This is an optimization exercise on Yosys and OpenROAD, whose aim is small area, a short achievable clock period and few clock cycles, not a production implementation.

Design top_mac, start of the top module:
module top_mac(rst, clk, stf, x, a, n, s, eof, i, y);
	input rst, clk, stf;
	input [17:0] x;
	input [35:0] a;
	input [5:0] n;
	input [5:0] s;
	output eof;
	output [5:0] i;
	output [17:0] y;
	localparam [59:0] M1 = 60'h095ffffffffffff;
	reg busy_q, run_q;
	reg [5:0] i_q;
	reg [59:0] q0;
	wire [59:0] q1, d0, d1, r;
	wire en = busy_q | stf;
	wire keep = busy_q | (run_q & ~stf);
	mult_generic mod_mult (.x(x), .a(a), .en(en), .keep(keep), .q0(q0), .q1(q1), .d0(d0), .d1(d1));
	always @(posedge clk)
		q0 <= d0;
	genvar g;
	generate
		for (g = 0; g < 60; g = g + 1) begin : acc1
			if (M1[g]) begin : ff
				reg b;
				always @(posedge clk)
					b <= d1[g];
				assign q1[g] = b;
			end else begin : zero
				assign q1[g] = 1'b0;
			end
		end
	endgenerate
	always @(posedge clk, posedge rst) begin
		if (rst) begin
			busy_q <= 1'b0;
			run_q <= 1'b0;
			i_q <= 6'd0;
		end else begin
			run_q <= 1'b1;
			if (!busy_q) begin
				if (stf && n != 6'd0) begin
					busy_q <= 1'b1;
					i_q <= n;
				end
			end else if (i_q == 6'd1) begin
				busy_q <= 1'b0;
				i_q <= 6'd0;
			end else begin
				i_q <= i_q - 6'd1;
			end
		end
	end
	sum_generic mod_sum (.q(q0), .p(q1), .s(r));
	ajuste mod_ajuste (.r(r), .s(s), .y(y));
	assign eof = ~busy_q;
	assign i = i_q;
endmodule
For scale: about 2400 cells after synthesis, roughly 94 I/O pins, roughly 21000 sq um of cells after synthesis.
Settings: LEC_CHECK=0, ABC_AREA=1, CAP_MARGIN=20, CORE_MARGIN=2, CORE_UTILIZATION=40, PLACE_DENSITY=0.45, SETUP_SLACK_MARGIN=3.5, SLEW_MARGIN=20; clock period 9.0 ns.
standard.sh (not shown) runs the stock make flow with config.mk's settings and CLKGATE_MAP_FILE= SYNTH_SCRIPT=/design/flow/synth_recipe.tcl, a recipe that flattens the netlist after the stock synthesis.
==> flow/flow/run.sh <==
#!/bin/bash
# Layout flow: the standard flow, with every input and output port buffered by a
# sky130_fd_sc_hd__buf_4 (which the resizer may then size) instead of the buffer that
# buffer_ports picks by itself.
set -euo pipefail
export BUFFER_PORTS_ARGS="-buffer_cell sky130_fd_sc_hd__buf_4"
bash standard.sh > standard_flow.log 2>&1
The first run finished clean.
Then changed:
==> flow/run.sh (new file) <==
#!/bin/bash
# synth_recipe.tcl (not shown) runs the flow's synth.tcl, then flattens the netlist and writes it again
# the make line also repeats each setting of config.mk as NAME=value (left out here)
make -C /OpenROAD-flow-scripts/flow DESIGN_CONFIG=/design/flow/config.mk WORK_HOME=/design/flow/orfs CLKGATE_MAP_FILE= SYNTH_SCRIPT=/design/flow/synth_recipe.tcl finish
- ABC_AREA: 1 -> default
- ABC_CLOCK_PERIOD_IN_PS: default -> 5000
- SETUP_SLACK_MARGIN: 3.5 -> default
removed: flow/flow/run.sh
removed: flow/standard.sh
After rerunning: Global-route usage fell by 1.4 points. Critical path depth rose by 1. Cell count fell by 5.0%. Count of clock-buffer cells in the layout is unchanged. Sequential share of layout area rose by 0.44 points. Clock skew fell by 0.0074 ns. Utilization fell by 2.5 points. Design area fell by 4.4%.
Then changed:
- SETUP_SLACK_MARGIN: default -> 3.5
Cell count came out higher by 3.2%.
Synthesized area does not change.
Worst hold slack is worse by 0.012 ns.
Setup slack is better by 0.87 ns.
Then changed:
==> flow/flow/run.sh (new file) <==
#!/bin/bash
# Layout flow: the standard flow, with every input and output port buffered by a
# sky130_fd_sc_hd__buf_4 (which the resizer may then size) instead of the buffer that
# buffer_ports picks by itself.
set -euo pipefail
export BUFFER_PORTS_ARGS="-buffer_cell sky130_fd_sc_hd__buf_4"
bash standard.sh > standard_flow.log 2>&1
==> flow/standard.sh (new file) <==
#!/bin/bash
# synth_recipe.tcl (not shown) runs the flow's synth.tcl, then flattens the netlist and writes it again
# the make line also repeats each setting of config.mk as NAME=value (left out here)
make -C /OpenROAD-flow-scripts/flow DESIGN_CONFIG=/design/flow/config.mk WORK_HOME=/design/flow/orfs CLKGATE_MAP_FILE= SYNTH_SCRIPT=/design/flow/synth_recipe.tcl "${@:-finish}"
removed: flow/run.sh
Effect: The new run completed without violations. Non-clock buffer count is lower by 71. Global-route usage went down by 2.0 points. Design area drops by about 5%. Flip-flop and latch count is unchanged. Critical path depth rose by 2. Worst hold slack gains 0.0068 ns. Clock-buffer cell count does not change.
No functional check of the RTL was part of any run of this note.

separate check: timing with driven ports:
In the flow no input, the clock included, has a driving cell. The finished layouts below were timed again as built, in two steps.
Step 1 (the two cells are an assumption about what drives the block):
set clk [get_ports {clk}]
set_driving_cell -lib_cell sky130_fd_sc_hd__clkbuf_16 $clk
set_driving_cell -lib_cell sky130_fd_sc_hd__buf_2 [delete_from_list [all_inputs] $clk]
Step 2 also shifts input and output timing later by t, the mid clock arrival at the registers, as if the neighbouring blocks saw the same clock.
a / b / c = ideal / step 1 / step 2; a / b = the first two.
run	t (ns)	setup WS [ns]	worst setup path at the end	worst slew at a driven data input, ns
the first run	0.552	3.160 / 3.099 / 3.073	input to register	0.04
the second run	0.550	1.492 / 1.431 / 1.765	input to register	0.09
the third run	0.547	2.360 / 2.297 / 2.410	input to output	0.04
the fourth run	0.526	2.272 / 2.211 / 2.605	input to output	0.09
After both steps every run listed still meets setup and hold. For the first run, which loses most, drivers alone change the setup slack by -0.061 ns; drivers and shift together by -0.087 ns.
